This is an optimization exercise on Yosys and OpenROAD, whose aim is small area, not a production implementation. In this exercise RTL edits were held to simulation tests only and were not proved equivalent to the original. Power figures rest on the tool's default switching activity, not on a simulated workload.

== v46 ==
## fpga_bridge
module fpga_bridge
(
    input  wire        sys_clk,
    input  wire        sys_rst,
    input  wire        avl_waitrequest,
    output wire [31:0] avl_address,
    output wire        avl_read,
    output wire        avl_write,
    output wire [31:0] avl_writedata,
    output wire [3:0]  avl_byteenable,
    output wire [7:0]  avl_burstcount,
    input  wire        avl_readdatavalid,
    input  wire [31:0] avl_readdata,
    input  wire        st_valid,
    output wire        st_ready,
    input  wire [31:0] st_data,
    input  wire        st_startofpacket,
    input  wire        st_endofpacket,
    input  wire        s_cyc,
    input  wire        s_stb,
    input  wire [31:0] s_adr,
    input  wire        s_we,
    input  wire [31:0] s_dat_ms,
    input  wire [3:0]  s_sel,
    input  wire [2:0]  s_cti,
    input  wire [1:0]  s_bte,
    output wire        s_ack,
    output wire [31:0] s_dat_sm,
    output wire        s_err,
    output wire        s_rty,
    output wire        m_cyc,
    output wire        m_stb,
    output wire [31:0] m_adr,
    output wire        m_we,
    output wire [31:0] m_dat_ms,
    output wire [3:0]  m_sel,
    output wire [2:0]  m_cti,
    output wire [1:0]  m_bte,
    input  wire        m_ack,
    input  wire [31:0] m_dat_sm,
    input  wire        m_err,
    input  wire        m_rty,
    input  wire [31:0] img_addr
);
Size: roughly 3400 cells after synthesis, roughly 1300 flip-flops, about 400 I/O pins.
Settings: LEC_CHECK=0, CAP_MARGIN=5, CORE_MARGIN=2, CORE_UTILIZATION=55, SLEW_MARGIN=5; clock period 10.0 ns.
standard.sh (not shown) runs the stock make flow with config.mk's settings and CLKGATE_MAP_FILE= SYNTH_SCRIPT=/design/flow/synth_recipe.tcl, a recipe that flattens the netlist after the stock synthesis.
==> flow/flow/run.sh <==
#!/bin/bash
# Standard ORFS layout (the standard.sh, unchanged synthesis), with:
#  - port buffers made of sky130_fd_sc_hd__buf_1 instead of the default cell,
#  - a clock tree of small clock buffers, larger sink clusters, no dummy loads,
#  - synthesis buffers removed before placement.
# Each step's full output goes to a log file in this folder.
set -euo pipefail
export BUFFER_PORTS_ARGS="-buffer_cell sky130_fd_sc_hd__buf_1"
export CTS_ARGS="-sink_clustering_enable -repair_clock_nets -dont_use_dummy_load -buf_list sky130_fd_sc_hd__clkbuf_4 -sink_clustering_size 10 -sink_clustering_max_diameter 40"
export REMOVE_ABC_BUFFERS=1
bash standard.sh synth > synth.log 2>&1
bash standard.sh finish > layout.log 2>&1
v46 finished every stage and its layout cleared the timing, DRC and antenna checks.
#### Input delta (v5 over v46)
Settings: swapping 5 for 0 in CAP_MARGIN; swapping 5 for 0 in SLEW_MARGIN; swapping 55 for 40 in CORE_UTILIZATION.
==> comparison <==
- Re met2 global-route usage: v5 is 12 points down on v46.
- Cmp v46 and v5 / power dissipated by switching net loads / higher: v5
- Global-route wire length before repair: v5 higher than v46
- In the tables for v46 and v5, number of inserted filler cells in the final layout reads lower with v46.
- On final critical-path required period, the higher figure sits with v5, not v46.
- Clock tree buffer count of the final layout ended up 1.8% lower on v5 than on v46.
- [compare] base=v46 new=v5: critical path data required time was more or less identical; worst hold slack went down by 5.0 ps; overall die area went up by 37%; final cell count went up by 9.6%.
[inputs] v54 vs v5
Settings: a change of SLEW_MARGIN from 0 to 10; a change of CAP_MARGIN from 0 to 10.
diff --git a/flow/flow/run.sh b/flow/flow/run.sh
--- a/flow/flow/run.sh
+++ b/flow/flow/run.sh
@@ -8,3 +8,3 @@
 export BUFFER_PORTS_ARGS="-buffer_cell sky130_fd_sc_hd__buf_1"
-export CTS_ARGS="-sink_clustering_enable -repair_clock_nets -dont_use_dummy_load -buf_list sky130_fd_sc_hd__clkbuf_4 -sink_clustering_size 10 -sink_clustering_max_diameter 40"
+export CTS_ARGS="-sink_clustering_enable -repair_clock_nets -dont_use_dummy_load -buf_list sky130_fd_sc_hd__clkbuf_8 -sink_clustering_size 18 -sink_clustering_max_diameter 40"
 export REMOVE_ABC_BUFFERS=1
## What came out
In the reports for v54 and v5, the smaller setup slack belongs to v5. Relative to v5, slew at the pin closest to its max-slew limit has decreased by 40 ps in v54. v54 against v5: share of total power in combinational logic lower; clock group total power higher; path length in cells of the critical path roughly the same; power higher.
Relative to v54, the following input files were edited for v17:
Settings: changing CAP_MARGIN from 10 to 5; changing SLEW_MARGIN from 10 to 5.
diff --git a/flow/flow/run.sh b/flow/flow/run.sh
--- a/flow/flow/run.sh
+++ b/flow/flow/run.sh
@@ -8,3 +8,3 @@
 export BUFFER_PORTS_ARGS="-buffer_cell sky130_fd_sc_hd__buf_1"
-export CTS_ARGS="-sink_clustering_enable -repair_clock_nets -dont_use_dummy_load -buf_list sky130_fd_sc_hd__clkbuf_8 -sink_clustering_size 18 -sink_clustering_max_diameter 40"
+export CTS_ARGS="-sink_clustering_enable -repair_clock_nets -dont_use_dummy_load -buf_list sky130_fd_sc_hd__clkbuf_2 -sink_clustering_size 6 -sink_clustering_max_diameter 30"
 export REMOVE_ABC_BUFFERS=1
Findings:
v17 went all the way through synthesis, placement and routing and the layout is clean on timing, DRC and antenna.
v54 reached the end of the flow, and the finished layout is clean on the timing, DRC and antenna checks.
Detailed route, v17 vs v54: via total higher for v17
v17 vs. v54: post-detailed-route wirelength per cell now sits lower; final cell count now sits higher; combinational group share of total power now sits higher; total global routing overflow now sits at about the same level; first-pass GRT wire length now sits higher.
Diff v54 -> v17: wire length up 0.55%, worst setup slack now smaller.

========
Setup of build 44:
Another version of the RTL of fpga_bridge (not shown whole).
For scale: roughly 3700 cells after synthesis, about 1600 flip-flops, roughly 400 I/O pins, roughly 61000 um2 of cells after synthesis.
clock: 10.0 ns
lec_check: 0
cap_margin: 5
core_margin: 2
core_utilization: 40
gpl_timing_driven: 0
slew_margin: 5
==> flow/flow/run.sh <==
#!/bin/bash
# Standard ORFS layout (the standard.sh, unchanged synthesis), with:
#  - port buffers made of sky130_fd_sc_hd__buf_1 instead of the default cell,
#  - a clock tree of small clock buffers, larger sink clusters, no dummy loads,
#  - synthesis buffers removed before placement.
# Each step's full output goes to a log file in this folder.
set -euo pipefail
export BUFFER_PORTS_ARGS="-buffer_cell sky130_fd_sc_hd__buf_1"
export CTS_ARGS="-sink_clustering_enable -repair_clock_nets -dont_use_dummy_load -buf_list sky130_fd_sc_hd__clkbuf_4 -sink_clustering_size 10 -sink_clustering_max_diameter 40"
export REMOVE_ABC_BUFFERS=1
bash standard.sh synth > synth.log 2>&1
bash standard.sh finish > layout.log 2>&1
The final layout from build 44, which completed every stage, passed the timing, DRC and antenna checks at the end of the flow.
## Diff of input files: build 1 against build 44
Settings: GPL_TIMING_DRIVEN no longer set, was 0.
diff --git a/flow/flow/run.sh b/flow/flow/run.sh
--- a/flow/flow/run.sh
+++ b/flow/flow/run.sh
@@ -4,3 +4,4 @@
 #  - a clock tree of small clock buffers, larger sink clusters, no dummy loads,
-#  - synthesis buffers removed before placement.
+#  - synthesis buffers removed before placement,
+#  - gates off the critical paths downsized after global routing (RECOVER_POWER).
 # Each step's full output goes to a log file in this folder.
@@ -10,2 +11,3 @@
 export REMOVE_ABC_BUFFERS=1
+export RECOVER_POWER=100
 bash standard.sh synth > synth.log 2>&1
Results
The sole clean run among build 44 and build 1 is build 44.
Delta (build 1 minus build 44): routed wire length fell by 2.4 mm; setup slack now sits at about the same level.
Against build 44, build 1 comes in 4.7 points lower on area added between synthesis and finish.
Overall via count from detail_route on build 1 is ahead of build 44.
Between build 44 and build 1, the difference in final worst-path cycle share is negligible.
Diff build 44 -> build 1 | number of cells on the critical path | decrease of 4
Final cell area: build 1 below build 44
[inputs] build 12 vs build 1
diff --git a/flow/flow/run.sh b/flow/flow/run.sh
--- a/flow/flow/run.sh
+++ b/flow/flow/run.sh
@@ -4,4 +4,3 @@
 #  - a clock tree of small clock buffers, larger sink clusters, no dummy loads,
-#  - synthesis buffers removed before placement,
-#  - gates off the critical paths downsized after global routing (RECOVER_POWER).
+#  - synthesis buffers removed before placement.
 # Each step's full output goes to a log file in this folder.
@@ -11,3 +10,2 @@
 export REMOVE_ABC_BUFFERS=1
-export RECOVER_POWER=100
 bash standard.sh synth > synth.log 2>&1
### Flow results
Every stage of the flow completed for build 12, and the final layout passed the timing, DRC and antenna checks.
Build 12 against build 1: clock distribution area overhead in the final layout about even, post-route total power flat, maximum frequency saw an increase, worst hold slack went up.
Compared with build 1, placement density in the core of build 12 is higher.
Build 12 against build 1: clock period minus final worst setup slack went down 0.25 ns; total power density per cell area lower; setup slack +0.25 ns; number of vias after detailed routing level; design area moved up.
The following lists how build 28 was set up differently from build 12:
Settings: swapping 5 for 20 in SLEW_MARGIN; swapping 5 for 20 in CAP_MARGIN.
==> flow/flow/run.sh <==
#!/bin/bash
# Standard ORFS layout (the standard.sh, unchanged synthesis), with:
#  - port buffers made of sky130_fd_sc_hd__buf_1 instead of the default cell,
#  - clock tree built from small clock buffers, without dummy loads.
# Each step's full output goes to a log file in this folder.
set -euo pipefail
export BUFFER_PORTS_ARGS="-buffer_cell sky130_fd_sc_hd__buf_1"
export CTS_ARGS="-sink_clustering_enable -repair_clock_nets -dont_use_dummy_load -buf_list sky130_fd_sc_hd__clkbuf_4"
bash standard.sh synth > synth.log 2>&1
bash standard.sh finish > layout.log 2>&1
Notes after the runs:
- Footprint of the multi-input gates of build 28 is on par with build 12.
- In build 28, sum of routed wire length over all layers is lower than in build 12.
- Met3 usage in global routing: build 28 vs build 12 — no meaningful difference

-- separate check: timing with driven ports --
The flow's constraints put no driver on any port. The routed layouts listed below were extracted and timed again, unchanged, in two steps. Step 1 (the two cells are an assumption about what drives the block):
set clk [get_ports {sys_clk}]
set_driving_cell -lib_cell sky130_fd_sc_hd__clkbuf_16 $clk
set_driving_cell -lib_cell sky130_fd_sc_hd__buf_2 [delete_from_list [all_inputs] $clk]
Step 2 also shifts input and output timing later by t, the mid clock arrival at the registers, as if the neighbouring blocks saw the same clock. Three values: ideal ports, drivers, drivers and shift; two values: the first two.
| run | shift t [ns] | setup slack, ns | worst setup path after step 2 |
|---|---|---|---|
| v46 | 1.151 | 1.180 / 1.113 / 2.264 | register to output |
| v5 | 1.241 | 0.639 / 0.569 / 1.473 | input to output |
| v54 | 0.940 | 0.911 / 0.840 / 1.437 | input to output |
| v17 | 1.655 | 0.246 / 0.174 / 1.483 | input to output |
| build 44 | 1.285 | 1.241 / 1.165 / 2.316 | input to output |
| build 1 | 1.226 | 1.243 / 1.165 / 2.089 | input to output |
| build 12 | 1.232 | 1.498 / 1.422 / 2.305 | input to output |
| build 28 | 1.280 | 1.537 / 1.455 / 2.302 | input to output |
